This is an optimization exercise on Yosys and OpenROAD, whose aim is small area, a short achievable clock period and few clock cycles per item, not a production implementation.
No functional check of the RTL was part of this run.
No activity file was given, so power comes from the tool's default toggle rates.

==> design.v <==
module CRC_xor2(input a, input b, output y);
assign y = a ^ b;
endmodule
module CRC_xnor2(input a, input b, output y);
assign y = ~(a ^ b);
endmodule
module CRC(
input           clk,
input           rst_n,
input  [23:0]   Din,
input           valid,
input  [15:0]   size,
output [14:0]   checksum,
output          done
);
reg busy;              
wire en;               
wire [17:0] bn;        
reg  [17:0] b;         
always @(posedge clk or negedge rst_n)
 if (~rst_n) busy <= 1'b0;
 else busy <= ~busy & valid;
always @(posedge clk) b <= bn;
assign en = ~(size[1] & ~size[0]);
wire t24, t25, t26, t27, t28, t29, t30, t31, t32, t33, t34, t35, t36, t37, t38, t39, t40, t41, t42, t43, t44, t45, t46, t47, t48, t49, t50, t51, t52, t53, t54, t55, t56, t57, t58, t59, t60, t61, t62, t63, t64, t65, t66, t67, t68, t69, t70, t71, t72, t73, t74, t75, t76, t77, t78, t79, t80, t81, t82, t83, t84, t85, t86, t87, t88, t89, t90, t91, t92, t93, t94, t95, t96;
wire k16, k17, k18, k19, k20, k21, k22, k23, k26, k42, k70;    
assign k16 = ~(Din[16] & en);
assign k17 = ~(Din[17] & en);
assign k18 = ~(Din[18] & en);
assign k19 = ~(Din[19] & en);
assign k20 = ~(Din[20] & en);
assign k21 = ~(Din[21] & en);
assign k22 = ~(Din[22] & en);
assign k23 = ~(Din[23] & en);
assign k26 = ~(t26 & en);
assign k42 = ~(t42 & en);
assign k70 = ~(t70 & en);
CRC_xor2 u24 (.a(Din[2]), .b(Din[11]), .y(t24));
CRC_xor2 u25 (.a(Din[0]), .b(Din[1]), .y(t25));
CRC_xor2 u26 (.a(Din[22]), .b(Din[23]), .y(t26));
CRC_xnor2 u27 (.a(Din[6]), .b(k19), .y(t27));
CRC_xor2 u28 (.a(Din[3]), .b(Din[13]), .y(t28));
CRC_xor2 u29 (.a(Din[4]), .b(Din[9]), .y(t29));
CRC_xor2 u30 (.a(Din[13]), .b(Din[15]), .y(t30));
CRC_xor2 u31 (.a(Din[10]), .b(Din[14]), .y(t31));
CRC_xnor2 u32 (.a(k26), .b(t29), .y(t32));
CRC_xnor2 u33 (.a(Din[12]), .b(k21), .y(t33));
CRC_xor2 u34 (.a(Din[3]), .b(Din[4]), .y(t34));
CRC_xnor2 u35 (.a(Din[7]), .b(k16), .y(t35));
CRC_xor2 u36 (.a(Din[1]), .b(Din[8]), .y(t36));
CRC_xor2 u37 (.a(t25), .b(t27), .y(t37));
CRC_xor2 u38 (.a(Din[5]), .b(Din[10]), .y(t38));
CRC_xnor2 u39 (.a(Din[11]), .b(k17), .y(t39));
CRC_xnor2 u40 (.a(k21), .b(t24), .y(t40));
CRC_xnor2 u41 (.a(Din[6]), .b(k23), .y(t41));
CRC_xor2 u42 (.a(Din[18]), .b(Din[22]), .y(t42));
CRC_xor2 u43 (.a(t38), .b(t36), .y(t43));
CRC_xnor2 u44 (.a(t30), .b(k42), .y(t44));
CRC_xor2 u45 (.a(t43), .b(t44), .y(t45));
CRC_xnor2 u46 (.a(Din[0]), .b(k20), .y(t46));
CRC_xnor2 u47 (.a(k18), .b(t38), .y(t47));
CRC_xor2 u48 (.a(t27), .b(t46), .y(t48));
CRC_xor2 u49 (.a(t47), .b(t48), .y(t49));
CRC_xnor2 u50 (.a(k17), .b(t25), .y(t50));
CRC_xor2 u51 (.a(t50), .b(t32), .y(t51));
CRC_xor2 u52 (.a(Din[12]), .b(Din[8]), .y(t52));
CRC_xor2 u53 (.a(t28), .b(t31), .y(t53));
CRC_xor2 u54 (.a(t52), .b(t53), .y(t54));
CRC_xor2 u55 (.a(Din[13]), .b(t41), .y(t55));
CRC_xor2 u56 (.a(t40), .b(t55), .y(t56));
CRC_xor2 u57 (.a(Din[8]), .b(Din[14]), .y(t57));
CRC_xor2 u58 (.a(t24), .b(t57), .y(t58));
CRC_xor2 u59 (.a(t58), .b(t32), .y(t59));
CRC_xor2 u60 (.a(Din[15]), .b(Din[5]), .y(t60));
CRC_xnor2 u61 (.a(k22), .b(t60), .y(t61));
CRC_xor2 u62 (.a(t61), .b(t37), .y(t62));
CRC_xnor2 u63 (.a(Din[0]), .b(k19), .y(t63));
CRC_xor2 u64 (.a(t35), .b(t63), .y(t64));
CRC_xnor2 u65 (.a(Din[12]), .b(k23), .y(t65));
CRC_xnor2 u66 (.a(k20), .b(t30), .y(t66));
CRC_xor2 u67 (.a(t39), .b(t65), .y(t67));
CRC_xor2 u68 (.a(t66), .b(t67), .y(t68));
CRC_xor2 u69 (.a(Din[12]), .b(Din[9]), .y(t69));
CRC_xor2 u70 (.a(Din[19]), .b(Din[18]), .y(t70));
CRC_xnor2 u71 (.a(t69), .b(k70), .y(t71));
CRC_xnor2 u72 (.a(Din[7]), .b(k20), .y(t72));
CRC_xor2 u73 (.a(t34), .b(t24), .y(t73));
CRC_xor2 u74 (.a(t33), .b(t72), .y(t74));
CRC_xor2 u75 (.a(t73), .b(t74), .y(t75));
CRC_xor2 u76 (.a(t34), .b(t35), .y(t76));
CRC_xor2 u77 (.a(t41), .b(t76), .y(t77));
CRC_xor2 u78 (.a(t31), .b(t30), .y(t78));
CRC_xor2 u79 (.a(t78), .b(t40), .y(t79));
CRC_xnor2 u80 (.a(Din[10]), .b(k21), .y(t80));
CRC_xor2 u81 (.a(t80), .b(t39), .y(t81));
CRC_xor2 u82 (.a(t32), .b(t81), .y(t82));
CRC_xor2 u83 (.a(Din[7]), .b(t25), .y(t83));
CRC_xnor2 u84 (.a(k26), .b(t33), .y(t84));
CRC_xor2 u85 (.a(t83), .b(t84), .y(t85));
CRC_xnor2 u86 (.a(Din[9]), .b(k17), .y(t86));
CRC_xor2 u87 (.a(t31), .b(t86), .y(t87));
CRC_xor2 u88 (.a(t37), .b(t87), .y(t88));
CRC_xnor2 u89 (.a(Din[5]), .b(k16), .y(t89));
CRC_xor2 u90 (.a(t28), .b(t89), .y(t90));
CRC_xor2 u91 (.a(t33), .b(t27), .y(t91));
CRC_xor2 u92 (.a(t90), .b(t91), .y(t92));
CRC_xnor2 u93 (.a(Din[9]), .b(k16), .y(t93));
CRC_xor2 u94 (.a(t28), .b(t36), .y(t94));
CRC_xor2 u95 (.a(t24), .b(t93), .y(t95));
CRC_xor2 u96 (.a(t94), .b(t95), .y(t96));
assign bn[0] = t45;
assign bn[1] = t49;
assign bn[2] = t51;
assign bn[3] = t54;
assign bn[4] = t56;
assign bn[5] = t59;
assign bn[6] = t62;
assign bn[7] = t64;
assign bn[8] = t68;
assign bn[9] = t71;
assign bn[10] = t75;
assign bn[11] = t77;
assign bn[12] = t79;
assign bn[13] = t82;
assign bn[14] = t85;
assign bn[15] = t88;
assign bn[16] = t92;
assign bn[17] = t96;
CRC_xor2 o10 (.a(b[3]), .b(b[2]), .y(checksum[10]));
CRC_xor2 o7 (.a(b[4]), .b(b[2]), .y(checksum[7]));
CRC_xor2 o11 (.a(b[5]), .b(b[0]), .y(checksum[11]));
CRC_xor2 o3 (.a(b[6]), .b(b[4]), .y(checksum[3]));
CRC_xor2 o4 (.a(b[7]), .b(b[13]), .y(checksum[4]));
CRC_xor2 o5 (.a(b[8]), .b(b[0]), .y(checksum[5]));
CRC_xor2 o6 (.a(b[9]), .b(b[4]), .y(checksum[6]));
CRC_xor2 o1 (.a(b[10]), .b(b[0]), .y(checksum[1]));
CRC_xor2 o13 (.a(b[11]), .b(b[8]), .y(checksum[13]));
CRC_xor2 o12 (.a(b[12]), .b(b[16]), .y(checksum[12]));
CRC_xor2 o8 (.a(b[13]), .b(b[1]), .y(checksum[8]));
CRC_xor2 o9 (.a(b[14]), .b(b[1]), .y(checksum[9]));
CRC_xor2 o0 (.a(b[15]), .b(b[10]), .y(checksum[0]));
CRC_xor2 o2 (.a(b[16]), .b(b[5]), .y(checksum[2]));
CRC_xor2 o14 (.a(b[17]), .b(b[1]), .y(checksum[14]));
assign done = busy;
endmodule
==> flow/run.sh <==
#!/bin/bash
# The standard layout, with the port buffers made from the smallest plain buffer
# (buf_1) instead of the cell buffer_ports picks by itself (clkdlybuf4s50_1).
set -euo pipefail
bash standard.sh finish 'BUFFER_PORTS_ARGS=-buffer_cell sky130_fd_sc_hd__buf_1' > standard_flow.log 2>&1
==> standard.sh <==
#!/bin/bash
# synth_recipe.tcl (not shown) runs the flow's synth.tcl, then flattens the netlist and writes it again
# the make line also repeats each setting of config.mk as NAME=value (left out here)
make -C /OpenROAD-flow-scripts/flow DESIGN_CONFIG=/design/flow/config.mk WORK_HOME=/design/flow/orfs CLKGATE_MAP_FILE= SYNTH_SCRIPT=/design/flow/synth_recipe.tcl "${@:-finish}"
==> config.mk <==
export PLATFORM = sky130hd
export DESIGN_NAME = CRC
export DESIGN_NICKNAME = CRC
export VERILOG_FILES = /design/flow/design.v
export SDC_FILE = /design/flow/constraint.sdc
export NUM_CORES = 4
export LEC_CHECK = 0
export CAP_MARGIN = 20
export CORE_AREA = 2.5 2.5 65.5 65.5
export CTS_BUF_LIST = sky130_fd_sc_hd__clkbuf_4
export DIE_AREA = 0 0 68 68
export SLEW_MARGIN = 20
export SYNTH_HIERARCHICAL = 1
export SYNTH_MINIMUM_KEEP_SIZE = 0
==> constraint.sdc <==
create_clock -name core_clock -period 5.5 [get_ports {clk}]
set_input_delay 1.1000 -clock core_clock [delete_from_list [all_inputs] [get_ports {clk}]]
set_output_delay 1.1000 -clock core_clock [all_outputs]
set_load 0.01 [all_outputs]
==> notes.md <==
==> cells in the mapped netlist (all sizes together) <==
cell    instances
dfrtp           1
xor2           66
buf             1
dfxtp          18
nand2b          1
nor2b           1
nand2          11
xnor2          22
==> power breakdown <==
part / switching [mW] / internal (mW) / total, mW
sequential: 0.0348 / 0.190 / 0.225
combinational: 0.156 / 0.118 / 0.274
clock: 0.0411 / 0.0271 / 0.0682
total: 0.232 / 0.335 / 0.567
==> modules after synthesis (local to each module, per instance) <==
module | cells inside | copies in the design
CRC | 33 | 1
CRC_xor2 | 1 | 66
CRC_xnor2 | 1 | 22
==> layer usage <==
layer  GRT usage, %  wire (µm)  part of all wire (%)  vias up
met1           13.9       1080                    47      356
met5              0          0                     0        -
met2           16.3       1030                    45       33
met3           1.64        162                   7.1        2
li1               -          -                     -      460
met4           6.00         17                  0.74        0
==> flip-flops by register name, indices dropped and copies added, names as in the netlist <==
signal / cells
b: 18
busy: 1
==> stage by stage <==
stage | hold slack, ns | power [mW] | instance area, µm²
after detailed placement | 0.426 | 0.511 | 1450
final | 0.433 | 0.567 | 1470
after CTS | 0.441 | 0.579 | 1470
after floorplan | 0.468 | 0.414 | 1230
after global routing | 0.446 | 0.619 | 1470
after global placement | 0.418 | 0.509 | 1450
==> cell type report <==
| cell class | instances | area [µm²] |
|---|---|---|
| Tap cell | 50 | 62.6 |
| Fill cell | 435 | 2440 |
| Multi-Input combinational cell | 101 | 832 |
| Clock buffer | 3 | 22.5 |
| Timing Repair Buffer | 44 | 165 |
| Sequential cell | 19 | 385 |
| Clock inverter | 1 | 5.00 |
==> cell families (layout without fill, tap and decap cells) <==
logic type    count (synthesis)  count (layout)  synth area share (%)
buf+inv                       1              48                 0.916
flops                        19              19                  31.4
xor+xnor                     88              88                  62.7
simple gates                 13              13                  4.99
==> path summary, 6_finish.rpt <==
check	start	end	slack, ns	depth (start not counted)
setup / recovery	size[0]	b[15]	3.35	6
hold / removal	busy	busy	0.43	1
setup reg to reg	busy	busy	4.95	1
hold reg to reg	busy	busy	0.43	1
max in group asynchronous	rst_n	busy	4.85	1
min in group asynchronous	rst_n	busy	0.55	1
==> impl_results.md <==
* Status: complete, no violations
* Worst path slowest cell: xnor2_1
* Clk buf depth at 2
* Inst Count DP at 214
* Final net count at 212
* PnR worst setup slack at 3.35 ns
* Worst VDD drop at 0.105 mV
* Leak pwr at 0.610 nW
* Mapped cell area at 0.00123 mm²
* Yosys warning count at 7
* DP Wirelength at 2040 µm
* Die Wd at 68 µm
* PD cells at 385 mW/mm²
* Cell taking the most area after synthesis: xor2_1
* Core area at 0.00391 mm²
* Gr ovfl total at 0
* Clock root cell: clkbuf_4
* Largest delay share family, worst path: XOR/XNOR gates
* DR DRC count at 0
* Post-Route Skew at 0 ns
* Hold Vio Cnt, Final at 0
* Most common cell after layout, fill and taps aside: xor2_1
* GPL Wtd Cong at 0.828
* Die Y at 68 µm
* Starting Density at 31.4%
* CP Data Arrival Time at 2.36 ns
* RSZ-0062 raised after global routing: false
* Largest net degree at the start of global routing at 12
* Max-slew headroom at 66.1%
* CTS Sinks at 19
* Most frequent cells in the layout: xor2_1 (66), buf_1 (44), xnor2_1 (22), dfxtp_1 (18), nand2_1 (11)
* ANT nets after route at 0
* Register area share after synthesis at 31.4%
* CTS tree: built
* Yosys reg bits at 19
* Type of the worst setup path: in2reg
* I/O pin cnt at 59
* # setup viols final at 0
* Worst-path cell chain: buf_1, nand2b_4, nand2_1, xnor2_1, xor2_1, xor2_1
* Initial antenna violation count at 0
* CP startpoint kind: input port
* DP Worst Slack at 3.03 ns
* Worst endpoint required time at 5.71 ns
* Max Clk Rate at 0.465 GHz
* Drt wl/cell at 10.5 µm
* Clk pin slew, worst setup/hold paths at 0.10 ns
* Global-route wire length before repair at 3510 µm
* Proportion of layout cells with a drive suffix above 1 at 2.98%
* Row count at 23
* Slowest cell delay on critical path at 0.39 ns
* Post-CTS Resized at 0
* Max-Cap Viols at 0
* CP Max Fanout at 11
* Largest cells by area after synthesis: xor2_1 (47%), dfxtp_1 (29%), xnor2_1 (16%)
* Port Buffers at 44
* Final setup TNS at 0 ns
* Die area at 0.00462 mm²
* Syn_nets at 164
* GRT Util Overall at 10.5%
* Buf/Inv on CP at 1
* Slew @ Worst Pin at 0.507 ns
* Detailed Route Iter0 Violations at 14
* Netlist cell types at 8
* Final min period at 2.15 ns
* Syn avg cell area at 10.2 µm²
* Number of CTS-inserted buffers at 3
* Fin util at 37.6%
* Diode count at 0
* Fin. max-slew vios at 0
* Min-delay worst type: reg2reg
* CP Capture Type: flop
* DR vias/cell at 3.90
* Final WL at 2290 µm
* Worst-Skew Late Latency at 0.29 ns
* Pre-antenna DRT Iters at 3
* Syn Inst Count at 121
* Final Non-Filler Cells at 218
* Hold buffers post-CTS at 0
* Number of post-CTS setup repair buffers at 0
* Synth-to-Final Area Change at 19.9%
* Vias at 851
* Cell mode on critical path: xor2_1
* Top-area cell type share of the netlist area at 47.0%
* Fin crit share at 39.1%
* Number of global-route vias before repair at 793
* Max H-tree Level at 1

[separate check: timing with driven ports]
No port has a modelled driver above. Below, the same layout with a new extraction and two added sets of constraints.
Step 1, drivers: a clkbuf_16 drives clk and a buf_2 each remaining input, both assumed.
Step 2 moves the port delays by t, midway between the first and last clock arrival at a register: inputs arrive t later, outputs are due t later. That takes back most of the time a late clock gives input paths.
Three values: no drivers, after step 1, after step 2; two values: the first two.
t (ns): 0.312
setup slack, ns: 3.352 / 3.350 / 3.037
worst setup path after step 2: input to register
After both steps setup and hold are still met in this run. The setup slack of this run moves by -0.002 ns with the drivers and by -0.315 ns with both steps.
